This design comes from an exercise in tuning for small area and a short achievable clock period on the open sky130 flow, not from production work.
In this exercise RTL edits were held to simulation tests only and were not proved equivalent to the original.
Power figures rest on the tool's default switching activity, not on a simulated workload.

lane 1:
==> flow/design.v <==
module ALUPre #(parameter int NS1 = 1) (
  input  logic [31:0] A, B,
  input  logic [6:0] funct7,
  input  logic [2:0] funct3,
  output logic [31:0] X, Y,
  output logic cin, add,
  output logic [4-NS1:0] shamt,
  output logic fill
);
  logic [31:0] F, X0;
  logic [31:0] s [0:NS1];
  logic sub, arith, shift, sll, k11, k10, k01, k00;
  assign sll   = (funct3 == 3'b001);
  assign shift = ~funct3[1] & funct3[0];    
  assign arith = (funct3 == 3'b000);        
  assign sub   = funct7[5];
  assign fill  = sub & A[31];
  assign k11 = sub | funct3[1] | funct3[0];
  assign k10 = funct3[0] ? ~funct3[1] : ~sub;
  assign k01 = ~sub & ~funct3[0];
  assign k00 = sub & ~funct3[0];
  always_comb
    for (int i = 0; i < 32; i++)
      F[i] = B[i] ? (A[i] ? k11 : k01) : (A[i] ? k10 : k00);
  always_comb
    for (int i = 0; i < 32; i++) X0[i] = sll ? A[31-i] : F[i];
  assign s[0] = X0;
  genvar l;
  generate
    for (l = 0; l < NS1; l++) begin : sh
      localparam int D = 16 >> l;
      assign s[l+1] = (B[4-l] & shift) ? {{D{fill}}, s[l][31:D]} : s[l];
    end
  endgenerate
  assign X = s[NS1];
  assign Y = A;
  assign add = arith;
  assign cin = arith & sub;
  assign shamt = B[4-NS1:0];
endmodule
module ALU #(parameter int NS1 = 1) (
  input  logic [31:0] X, Y,
  input  logic cin, add,
  input  logic [4-NS1:0] shamt,
  input  logic fill, sel_sum, sel_r, sel_l,
  output logic [31:0] Result,
  output logic Zero, Carry, Overflow
);
  logic [32:0] c;
  logic [31:0] zt, sum;
  logic [31:0] g0, p0;
  logic [31:0] t [0:5-NS1];
  logic [31:0] S;
  logic zadd;
  logic [31:0] g;
  assign g = Y & ~X & {32{add}};
  assign g0 = {g[31:1], g[0] | (X[0] & cin)};
  assign p0 = X | g;
  logic [31:0] G [0:9];
  logic [31:0] P [0:9];
  always_comb begin
    G[0] = g0;
    P[0] = p0;
    for (int k = 0; k < 5; k++) begin
      G[k+1] = G[k];
      P[k+1] = P[k];
      for (int i = 0; i < 32; i++)
        if ((i % (2 << k)) == (2 << k) - 1) begin
          G[k+1][i] = G[k][i] | (P[k][i] & G[k][i - (1 << k)]);
          P[k+1][i] = P[k][i] & P[k][i - (1 << k)];
        end
    end
    for (int k = 3; k >= 0; k--) begin
      G[9-k] = G[8-k];
      P[9-k] = P[8-k];
      for (int i = 0; i < 32; i++)
        if ((i % (2 << k)) == (1 << k) - 1 && i >= (2 << k)) begin
          G[9-k][i] = G[8-k][i] | (P[8-k][i] & G[8-k][i - (1 << k)]);
          P[9-k][i] = P[8-k][i] & P[8-k][i - (1 << k)];
        end
    end
  end
  assign c = {G[9], cin};
  assign sum = X ^ c[31:0];
  assign zt = X ^ {p0[30:0], cin};
  assign zadd = ~|zt;
  genvar l;
  assign t[0] = X;
  generate
    for (l = 0; l < 5 - NS1; l++) begin : sh
      localparam int D = 1 << (4 - NS1 - l);
      assign t[l+1] = shamt[4-NS1-l] ? {{D{fill}}, t[l][31:D]} : t[l];
    end
  endgenerate
  assign S = t[5-NS1];
  always_comb
    for (int k = 0; k < 32; k++)
      Result[k] = (sel_r & S[k]) | (sel_l & S[31-k]) | (sel_sum & sum[k]);
  assign Zero = ((sel_r | sel_l) & ~|S) | (sel_sum & zadd) | ~(sel_r | sel_l | sel_sum);
  assign Carry = sel_sum & (c[32] ^ cin);
  assign Overflow = sel_sum & (c[32] ^ c[31]);
endmodule
module ALUControl(
  input  logic [6:0] funct7,
  input  logic [2:0] funct3,
  input  logic [6:0] opcode,
  output logic sel_sum,   
  output logic sel_r,     
  output logic sel_l      
);
  logic rtype, f7z, f7s;
  assign rtype = (opcode == 7'b0110011);
  assign f7z   = rtype & (funct7 == 7'b0000000);
  assign f7s   = rtype & (funct7 == 7'b0100000);
  assign sel_sum = ((f7z | f7s) & (funct3 == 3'b000))
                 | (f7z & funct3[2] & ~funct3[0])        
                 | (f7z & (funct3 == 3'b111));           
  assign sel_r = (f7z | f7s) & (funct3 == 3'b101);
  assign sel_l = f7z & (funct3 == 3'b001);
endmodule
module InstructionDecoder(
  input  logic [31:0] instruction,
  output logic [6:0]  opcode,
  output logic [2:0]  funct3,
  output logic [6:0]  funct7
);
  assign opcode = instruction[6:0];
  assign funct3 = instruction[14:12];
  assign funct7 = instruction[31:25];
endmodule
module ALU_Pipeline(
  input  logic clk, rst,
  input  logic [31:0] A_in, B_in,
  input  logic [31:0] instr_in,
  output logic [31:0] Result_out,
  output logic Zero_out, Carry_out, Overflow_out, Negative_out
);
  localparam int NS1 = 0;
  logic [6:0] opcode, funct7;
  logic [2:0] funct3;
  logic [31:0] X_d, Y_d;
  logic cin_d, add_d, fill_d, sel_sum_d, sel_r_d, sel_l_d;
  logic [4-NS1:0] shamt_d;
  logic [31:0] X_reg, Y_reg;
  logic cin_reg, add_reg, fill_reg, sel_sum_reg, sel_r_reg, sel_l_reg;
  logic [4-NS1:0] shamt_reg;
  logic [31:0] Result_comb;
  logic Zero_comb, Carry_comb, Overflow_comb;
  InstructionDecoder decoder (
    .instruction(instr_in),
    .opcode(opcode),
    .funct3(funct3),
    .funct7(funct7)
  );
  ALUControl control (
    .opcode(opcode), .funct3(funct3), .funct7(funct7),
    .sel_sum(sel_sum_d), .sel_r(sel_r_d), .sel_l(sel_l_d)
  );
  ALUPre #(.NS1(NS1)) pre (
    .A(A_in), .B(B_in), .funct7(funct7), .funct3(funct3),
    .X(X_d), .Y(Y_d), .cin(cin_d), .add(add_d), .shamt(shamt_d), .fill(fill_d)
  );
  always_ff @(posedge clk or posedge rst) begin
    if (rst) begin
      sel_sum_reg <= 0;
      sel_r_reg <= 0;
      sel_l_reg <= 0;
    end else begin
      sel_sum_reg <= sel_sum_d;
      sel_r_reg <= sel_r_d;
      sel_l_reg <= sel_l_d;
    end
  end
  always_ff @(posedge clk) begin
    X_reg <= X_d;
    Y_reg <= Y_d;
    cin_reg <= cin_d;
    add_reg <= add_d;
    shamt_reg <= shamt_d;
    fill_reg <= fill_d;
  end
  ALU #(.NS1(NS1)) alu_inst (
    .X(X_reg), .Y(Y_reg), .cin(cin_reg), .add(add_reg), .shamt(shamt_reg), .fill(fill_reg),
    .sel_sum(sel_sum_reg), .sel_r(sel_r_reg), .sel_l(sel_l_reg),
    .Result(Result_comb),
    .Zero(Zero_comb),
    .Carry(Carry_comb),
    .Overflow(Overflow_comb)
  );
  always_ff @(posedge clk or posedge rst) begin
    if (rst) begin
      Result_out <= 0;
      Zero_out <= 0;
      Carry_out <= 0;
      Overflow_out <= 0;
    end else begin
      Result_out <= Result_comb;
      Zero_out <= Zero_comb;
      Carry_out <= Carry_comb;
      Overflow_out <= Overflow_comb;
    end
  end
  assign Negative_out = Result_out[31];
endmodule
export LEC_CHECK = 0
export ABC_AREA = 1
export CAP_MARGIN = 20
export CORE_MARGIN = 2
export CORE_UTILIZATION = 40
export CTS_BUF_LIST = sky130_fd_sc_hd__clkbuf_4 sky130_fd_sc_hd__clkbuf_8
export PLACE_DENSITY = 0.8
export SETUP_SLACK_MARGIN = 4.6
export SLEW_MARGIN = 20
create_clock -name core_clock -period 7.0 [get_ports {clk}]
standard.sh (not shown) runs the stock make flow with config.mk's settings and CLKGATE_MAP_FILE= SYNTH_SCRIPT=/design/flow/synth_recipe.tcl, a recipe that flattens the netlist after the stock synthesis.
==> flow/flow/run.sh <==
#!/bin/bash
# The standard layout, with two changes to how it is made:
# - the ports are buffered by the smallest buffer (the resizer sizes them up where timing
#   needs it) instead of buffer_ports' default delay buffer;
# - timing repair does not clone gates (it sizes and buffers instead).
# Each step writes its full output to a log of its own here (synth.log, layout.log) and under
# orfs/logs/.
set -euo pipefail
bash standard.sh synth > synth.log 2>&1
export BUFFER_PORTS_ARGS="-buffer_cell sky130_fd_sc_hd__buf_1"
export SKIP_GATE_CLONING=1
bash standard.sh finish > layout.log 2>&1
Lane 1: PASS, flow complete, no timing, DRC or antenna violations
[inputs] lane 2 vs lane 1
==> flow/flow/run.sh <==
#!/bin/bash
# The standard layout, with the ports buffered by the smallest buffer (the resizer sizes
# them up where timing needs it) instead of buffer_ports' default delay buffer.
set -euo pipefail
bash standard.sh synth > synth.log 2>&1
export BUFFER_PORTS_ARGS="-buffer_cell sky130_fd_sc_hd__buf_1"
bash standard.sh finish > layout.log 2>&1
-- flow/config.mk --
<<< lane 1, line 14
export SETUP_SLACK_MARGIN = 4.6
>>> lane 2, line 14
export SETUP_SLACK_MARGIN = 4.5
--- outcome ---
Lane 2 vs. lane 1: synthesized area roughly the same; wire length per cell lower; overall power after layout lower; clock skew roughly the same. Taking lane 1 as the reference point, the final instance area of lane 2 falls by about 2.2%. Last element of the critical path: X_reg[8] -> lane 2, Result_out[15] -> lane 1. Status: delay of the slowest critical-path stage parity (lane 1, lane 2). Worst reg-to-reg path cell count: lane 2 vs lane 1 down 4. Lane 2 ended with every stage complete and zero timing, DRC or antenna violations. As far as clock latency on the worst-skew pair is concerned, lane 2 and lane 1 perform about the same. Switching share of power delta for lane 2 relative to lane 1: 0.30 points lower.

afterwards: timing with drivers on the ports:
In the flow no input, the clock included, has a driving cell. The finished layouts below were timed again as built, in two steps.
Step 1 sets driving cells, clkbuf_16 on the clock port and buf_2 on the other inputs (assumed; they add their load-dependent delay and slew).
Step 2 times the ports against the registers' clock, not the clock port: input delays grow and output delays shrink by t, the midpoint of the rising clock arrivals with the driver on.
Slacks: ideal / step 1 / step 2; pairs: ideal / step 1.
run	t (ns)	setup WS [ns]	hold slack, ns	worst slew at a driven data input, ns
lane 1	0.441	4.569 / 4.569 / 4.285	0.544 / 0.544 / 0.544	0.04
lane 2	0.438	4.577 / 4.595 / 4.157	0.539 / 0.539 / 0.539	0.04
After both steps every run listed still meets setup and hold. The setup slack of lane 2, which loses most, moves by +0.018 ns with the drivers and by -0.420 ns with both steps.
